Background: an optimization exercise with open tools, aiming at small area and a short achievable clock period. Do not read the settings as production practice. RTL that was checked went through simulation tests only; none was proved equivalent to the original. Power figures rest on the tool's default switching activity, not on a simulated workload.

==> run a <==
// VKSA_256_top
module VKSA_256_top (in_clk, in_A, in_B, in_CI, out_S, out_CO);
  input in_clk;
  input [255:0] in_A, in_B;
  input in_CI;
  output reg [255:0] out_S;
  output reg out_CO;
  wire [255:0] w_bs;
  wire [85:0] w_bg;
  reg [255:0] r_bs;
  reg [85:0] r_bg;
  wire [255:0] w_S;
  wire w_CO;
  VKSA_blocks U0 (.in_A(in_A), .in_B(in_B), .in_CI(in_CI), .out_BS(w_bs), .out_BG(w_bg));
  always @(posedge in_clk) begin
    r_bs <= w_bs;
    r_bg <= w_bg;
    out_S <= w_S;
    out_CO <= w_CO;
  end
  VKSA_256 U1 (.in_BS(r_bs), .in_BG(r_bg), .out_S(w_S), .out_CO(w_CO));
endmodule
==> module VKSA_blocks, before the edit <==
module VKSA_blocks (in_A, in_B, in_CI, out_BS, out_BG);
  input [255:0] in_A, in_B;
  input in_CI;
  output [255:0] out_BS;
  output [85:0] out_BG;
  wire [256:0] c;
  genvar i;
  generate
    for (i = 0; i < 256; i = i + 1) begin : g_bit
      wire ci;
      if (i == 0) begin : g_first
        assign ci = in_CI;
      end else if (i % 3 == 0) begin : g_block
        assign ci = 1'b0;
      end else begin : g_chain
        assign ci = c[i];
      end
      wire na = ~in_A[i], nb = ~in_B[i], nc = ~ci;
      assign out_BS[i] = ~(na ^ nb ^ nc);
      assign c[i+1] = ~((na & nb) | (na & nc) | (nb & nc));
    end
    for (i = 0; i < 86; i = i + 1) begin : g_bg
      assign out_BG[i] = c[(i+1)*3 > 256 ? 256 : (i+1)*3];
    end
  endgenerate
endmodule
clock: 5.5 ns
lec_check: 0
abc_area: 1
cap_margin: 20
core_margin: 2
core_utilization: 40
slew_margin: 20
standard.sh (not shown) runs the stock make flow with config.mk's settings and CLKGATE_MAP_FILE= SYNTH_SCRIPT=/design/flow/synth_recipe.tcl, a recipe that flattens the netlist after the stock synthesis.
==> flow/flow/run.sh <==
#!/bin/bash
# Standard synthesis and layout, but with plain buffers on the ports
# (buffer_ports would otherwise pick clkdlybuf4s50_1, a slow delay cell).
set -euo pipefail
bash standard.sh synth > synth.log 2>&1
bash standard.sh "BUFFER_PORTS_ARGS=-buffer_cell ${PORT_BUF:-sky130_fd_sc_hd__buf_1}" finish > layout.log 2>&1
==> inputs of run b, as changes to run a <==
--- a/flow/design.v
+++ b/flow/design.v
@@ -15,9 +15,8 @@
       end else begin : g_chain
         assign ci = c[i];
       end
-      wire na = ~in_A[i], nb = ~in_B[i], nc = ~ci;
-      assign out_BS[i] = ~(na ^ nb ^ nc);
-      assign c[i+1] = ~((na & nb) | (na & nc) | (nb & nc));
+      assign out_BS[i] = in_A[i] ^ in_B[i] ^ ci;
+      assign c[i+1] = (in_A[i] & in_B[i]) | (in_A[i] & ci) | (in_B[i] & ci);
     end
     for (i = 0; i < 86; i = i + 1) begin : g_bg
       assign out_BG[i] = c[(i+1)*3 > 256 ? 256 : (i+1)*3];
--- a/flow/config.mk
+++ b/flow/config.mk
@@ -5,7 +5,6 @@
 export SDC_FILE = /design/flow/constraint.sdc
 export NUM_CORES = 4
 export LEC_CHECK = 0
-export ABC_AREA = 1
 export CAP_MARGIN = 20
 export CORE_MARGIN = 2
 export CORE_UTILIZATION = 40
==> inputs of run c, as changes to run a <==
--- a/flow/design.v
+++ b/flow/design.v
@@ -15,9 +15,8 @@
       end else begin : g_chain
         assign ci = c[i];
       end
-      wire na = ~in_A[i], nb = ~in_B[i], nc = ~ci;
-      assign out_BS[i] = ~(na ^ nb ^ nc);
-      assign c[i+1] = ~((na & nb) | (na & nc) | (nb & nc));
+      assign out_BS[i] = in_A[i] ^ in_B[i] ^ ci;
+      assign c[i+1] = (in_A[i] & in_B[i]) | (in_A[i] & ci) | (in_B[i] & ci);
     end
     for (i = 0; i < 86; i = i + 1) begin : g_bg
       assign out_BG[i] = c[(i+1)*3 > 256 ? 256 : (i+1)*3];
--- a/flow/config.mk
+++ b/flow/config.mk
@@ -5,8 +5,9 @@
 export SDC_FILE = /design/flow/constraint.sdc
 export NUM_CORES = 4
 export LEC_CHECK = 0
-export ABC_AREA = 1
+export ABC_CLOCK_PERIOD_IN_PS = 1500
 export CAP_MARGIN = 20
 export CORE_MARGIN = 2
 export CORE_UTILIZATION = 40
+export SETUP_SLACK_MARGIN = 3.3
 export SLEW_MARGIN = 20
==> metrics.csv <==
stage,metric,value,unit
synthesis,synth-compound-area-share,6.49,%
run_status,status,"complete, no violations",
synthesis,ys_seq_area_share,50.2,%
synthesis,synthAdderAreaFrac,23.2,%
timing,fin_skew,0.0324,ns
route,via_count,17200,
pwr,combPwrFrac,18.4,%
synthesis,synth_cells,2058,
cells_and_area,final_cell_area,29800,sq um
timing,post-route-period-util,63.9,%
critical_path,cpMostUsedCell,o21bai_1,
cells_and_area,regArea,12000,sq um
placed_design,globalplace.congestion,1.03,
That was run b.
==> metrics.csv <==
stage,metric,value,unit
critical_path,cpMostUsedCell,nand2_2,
timing,post-route-period-util,52.3,%
cells_and_area,final_cell_area,29800,sq um
synthesis,synthAdderAreaFrac,23.4,%
run_status,status,"complete, no violations",
route,via_count,17100,
synthesis,synth_cells,2113,
synthesis,ys_seq_area_share,50.7,%
placed_design,globalplace.congestion,1.03,
synthesis,synth-compound-area-share,3.08,%
That was run a.
==> metrics.csv <==
stage,metric,value,unit
run_status,status,"complete, no violations",
pwr,combPwrFrac,22.6,%
synthesis,synth-compound-area-share,6.49,%
clock_network,cts_setup_buffers,108,
timing,post-route-period-util,52.8,%
cells_and_area,final_cell_area,35000,sq um
timing,fin_ws,2.59,ns
synthesis,synthAdderAreaFrac,23.2,%
placed_design,globalplace.congestion,1.05,
timing,fin_skew,0.0127,ns
route,via_count,17900,
cells_and_area,regArea,12300,sq um
route,drc,0,
timing,slew_headroom,38.8,%
That was run c.
No run of this note included a check of the RTL's function; only the layout flow was run.


==> inputs of 03-19 <==
Another version of the RTL of VKSA_256_top (not shown whole).
clock: 5.5 ns
lec_check: 0
cap_margin: 20
core_area: 17 17 227 227
cts_cluster_diameter: 120
cts_cluster_size: 24
die_area: 0 0 244 244
setup_slack_margin: 3.25
slew_margin: 20
synth_hierarchical: 1
tns_end_percent: 5
==> flow/flow/run.sh <==
#!/bin/bash
# Standard synthesis and layout, with:
# - plain minimum-size buffers on the ports (buffer_ports would otherwise pick
#   clkdlybuf4s50_1, a slow delay cell);
# - the pins in bit order around the die (flow/pins.tcl);
# - every gate reset to its smallest drive strength after global placement
#   (flow/downsize.tcl), so that timing repair upsizes only what it needs.
set -euo pipefail
bash standard.sh synth > synth.log 2>&1
bash standard.sh "BUFFER_PORTS_ARGS=-buffer_cell sky130_fd_sc_hd__buf_1" \
  "PRE_IO_PLACEMENT_TCL=$PWD/flow/pins.tcl" \
  "POST_GLOBAL_PLACE_TCL=$PWD/flow/downsize.tcl" finish > layout.log 2>&1
==> flow/flow/downsize.tcl <==
# Start timing repair from minimum-size gates: every combinational cell that
# synthesis mapped to a larger drive strength is swapped for the smallest cell
# of the same function (same name but for the drive-strength suffix). The
# resizer then upsizes only the gates that timing needs.
set n 0
set saved 0.0
foreach inst [get_cells *] {
  set lc [get_lib_cells -of_objects $inst]
  if {$lc eq "" || $lc eq "NULL"} { continue }
  set name [get_name $lc]
  if {![regexp {^(sky130_fd_sc_hd__[a-z0-9]+)_([0-9]+)$} $name -> base drive]} { continue }
  if {[string match "*df*" $base] || [string match "*clk*" $base] || [string match "*tap*" $base]} { continue }
  set best $name
  set best_area [get_property $lc area]
  foreach cand [get_lib_cells ${base}_*] {
    set cname [get_name $cand]
    if {![regexp "^${base}_\[0-9\]+\$" $cname]} { continue }
    if {[get_property $cand dont_use]} { continue }
    set a [get_property $cand area]
    if {$a < $best_area} { set best $cname; set best_area $a }
  }
  if {$best ne $name} {
    set saved [expr {$saved + [get_property $lc area] - $best_area}]
    replace_cell $inst [get_lib_cells $best]
    incr n
  }
}
puts "downsize.tcl: downsized $n cells, [format %.1f $saved] um2"
==> flow/flow/pins.tcl <==
# Pin order: the adder's bit slices follow each other around the die, each
# bit's in_A, in_B and out_S pins side by side, so that the carry network runs
# around a ring of bit slices: bits 0-79 on the bottom edge, 80-127 on the
# right, 128-207 on the top and 208-255 on the left (the top and bottom edges
# have the finer pin pitch).
set edges {bottom right top left}
set bounds {0 80 128 208 256}
for {set q 0} {$q < 4} {incr q} {
  set names {}
  if {$q == 0} { lappend names in_CI }
  for {set i [lindex $bounds $q]} {$i < [lindex $bounds [expr {$q + 1}]]} {incr i} {
    lappend names "in_A\[$i\]" "in_B\[$i\]" "out_S\[$i\]"
  }
  if {$q == 3} { lappend names out_CO }
  if {$q >= 2} { set names [lreverse $names] }
  set_io_pin_constraint -pin_names $names -region [lindex $edges $q]:* -group -order
}
==> 02-27: changes against 03-19 <==
==> flow/flow/run.sh (replaced) <==
#!/bin/bash
# Standard synthesis and layout, with:
# - plain buffers on the ports (buffer_ports would otherwise pick
#   clkdlybuf4s50_1, a slow delay cell): minimum size on the inputs, and
#   OUT_BUF_CELL on the outputs, which drive the output load;
# - every gate reset to its smallest drive strength after global placement
#   (flow/downsize.tcl), so that timing repair upsizes only what it needs.
set -euo pipefail
bash standard.sh synth > synth.log 2>&1
bash standard.sh "BUFFER_PORTS_ARGS=-buffer_cell sky130_fd_sc_hd__buf_1" \
  "POST_GLOBAL_PLACE_TCL=$PWD/flow/downsize.tcl" \
  "OUT_BUF_CELL=${OUT_BUF_CELL:-sky130_fd_sc_hd__buf_2}" finish > layout.log 2>&1
--- a/flow/flow/downsize.tcl
+++ b/flow/flow/downsize.tcl
@@ -28 +28,19 @@
 puts "downsize.tcl: downsized $n cells, [format %.1f $saved] um2"
+# The output-port buffers drive the output load and the wire to the pin: give
+# them the cell named in OUT_BUF_CELL.
+if {[info exists ::env(OUT_BUF_CELL)]} {
+  set n 0
+  foreach bterm [[ord::get_db_block] getBTerms] {
+    if {[$bterm getIoType] ne "OUTPUT"} { continue }
+    foreach iterm [[$bterm getNet] getITerms] {
+      if {[$iterm isOutputSignal]} {
+        set inst [$iterm getInst]
+        if {[string match "*buf*" [[$inst getMaster] getName]]} {
+          replace_cell [get_cells [$inst getName]] [get_lib_cells $::env(OUT_BUF_CELL)]
+          incr n
+        }
+      }
+    }
+  }
+  puts "downsize.tcl: set $n output buffers to $::env(OUT_BUF_CELL)"
+}
--- a/flow/config.mk
+++ b/flow/config.mk
@@ -12,2 +12,3 @@
 export DIE_AREA = 0 0 244 244
+export PLACE_DENSITY = 0.5
 export SETUP_SLACK_MARGIN = 3.25
removed: flow/flow/pins.tcl
==> 03-03: changes against 03-19 <==
==> flow/flow/run.sh (replaced) <==
#!/bin/bash
# Standard synthesis and layout, with plain minimum-size buffers on the ports
# (buffer_ports would otherwise pick clkdlybuf4s50_1, a slow delay cell), and
# with every gate reset to its smallest drive strength after global placement
# (flow/downsize.tcl), so that timing repair upsizes only what it needs.
set -euo pipefail
bash standard.sh synth > synth.log 2>&1
bash standard.sh "BUFFER_PORTS_ARGS=-buffer_cell sky130_fd_sc_hd__buf_1" \
  "POST_GLOBAL_PLACE_TCL=$PWD/flow/downsize.tcl" finish > layout.log 2>&1
--- a/flow/config.mk
+++ b/flow/config.mk
@@ -12,5 +12,6 @@
 export DIE_AREA = 0 0 244 244
-export SETUP_SLACK_MARGIN = 3.25
+export PLACE_DENSITY = 0.5
+export SETUP_SLACK_MARGIN = 3.2
 export SLEW_MARGIN = 20
 export SYNTH_HIERARCHICAL = 1
-export TNS_END_PERCENT = 5
+export TNS_END_PERCENT = 2
removed: flow/flow/pins.tcl
==> run_results.csv <==
group,metric,value,unit
outcome,status,"timing/DRC/antenna clean",
drt,via_count,16200,
grt,grtUsageMet3,0.0806,
pwr,p_leak,12.2,nW
pwr,powerDensity,361,mW/mm^2
critical_path,reg2reg_slack,3.23,ns
pwr,seq_power_share,0.541,
pwr,seq-power,0.00559,W
timing,tightestPinTransition,0.403,ns
-- figures above: 02-27

==> run_results.csv <==
group,metric,value,unit
outcome,status,"timing/DRC/antenna clean",
grt,grtUsageMet3,0.0679,
pwr,seq-power,0.00558,W
pwr,powerDensity,365,mW/mm^2
synthesis,synth_xor_area_frac,0.0991,
timing,tightestPinTransition,0.451,ns
critical_path,reg2reg_slack,3.23,ns
floorplanning,placementRows,76,
pwr,seq_power_share,0.549,
floorplanning,taps,585,
drt,via_count,16200,
-- figures above: 03-03

==> run_results.csv <==
group,metric,value,unit
outcome,status,"timing/DRC/antenna clean",
pwr,p_leak,11.4,nW
timing,tightestPinTransition,0.503,ns
drt,via_count,16400,
critical_path,reg2reg_slack,3.15,ns
layout,layout_common_cells,"buf_1 (769), dfxtp_1 (499), fa_1 (192), xor2_1 (148), nor2_1 (128)",
drt,top_layer_used,"met4",
pwr,seq-power,0.00563,W
pwr,seq_power_share,0.546,
grt,grtUsageMet3,0.0552,
pwr,powerDensity,365,mW/mm^2
-- figures above: 03-19

[port drivers added, routing unchanged]
Ports are ideal in the flow. The routed layouts listed here were re-timed in OpenROAD. Step 1 sets driving cells, clkbuf_16 on the clock port and buf_2 on the other inputs (assumed; they add their load-dependent delay and slew). Step 2 adds t to the input delays and takes it off the output delays; t is the mean of the earliest and latest rising clock arrival at the registers after step 1. Input paths then give back, and output paths get back, about the clock's delay inside the block. Slacks: ideal ports / drivers / drivers and shift; pairs: ideal ports / drivers.
| run | t, ns | slack for setup (ns) | hold WS [ns] | worst data-port slew with drivers (ns) | cell pins on the clock port's net |
|---|---|---|---|---|---|
| run a | 0.628 | 2.623 / 2.623 / 2.623 | 0.326 / 0.326 / 0.326 | 0.11 | 1 |
| run b | 0.658 | 1.984 / 1.984 / 1.984 | 0.328 / 0.328 / 0.328 | 0.14 | 1 |
| run c | 0.651 | 2.594 / 2.594 / 2.594 | 0.325 / 0.325 / 0.325 | 0.08 | 1 |
| 03-19 | 0.637 | 3.132 / 3.072 / 2.584 | 0.337 / 0.337 / 0.337 | 0.07 | 1 |
| 02-27 | 0.631 | 3.224 / 3.168 / 2.622 | 0.335 / 0.335 / 0.335 | 0.12 | 1 |
| 03-03 | 0.636 | 3.165 / 3.105 / 2.626 | 0.335 / 0.335 / 0.335 | 0.11 | 1 |
After both steps every run listed still meets setup and hold. The setup slack of 02-27, which loses most, moves by -0.056 ns with the drivers and by -0.602 ns with both steps.
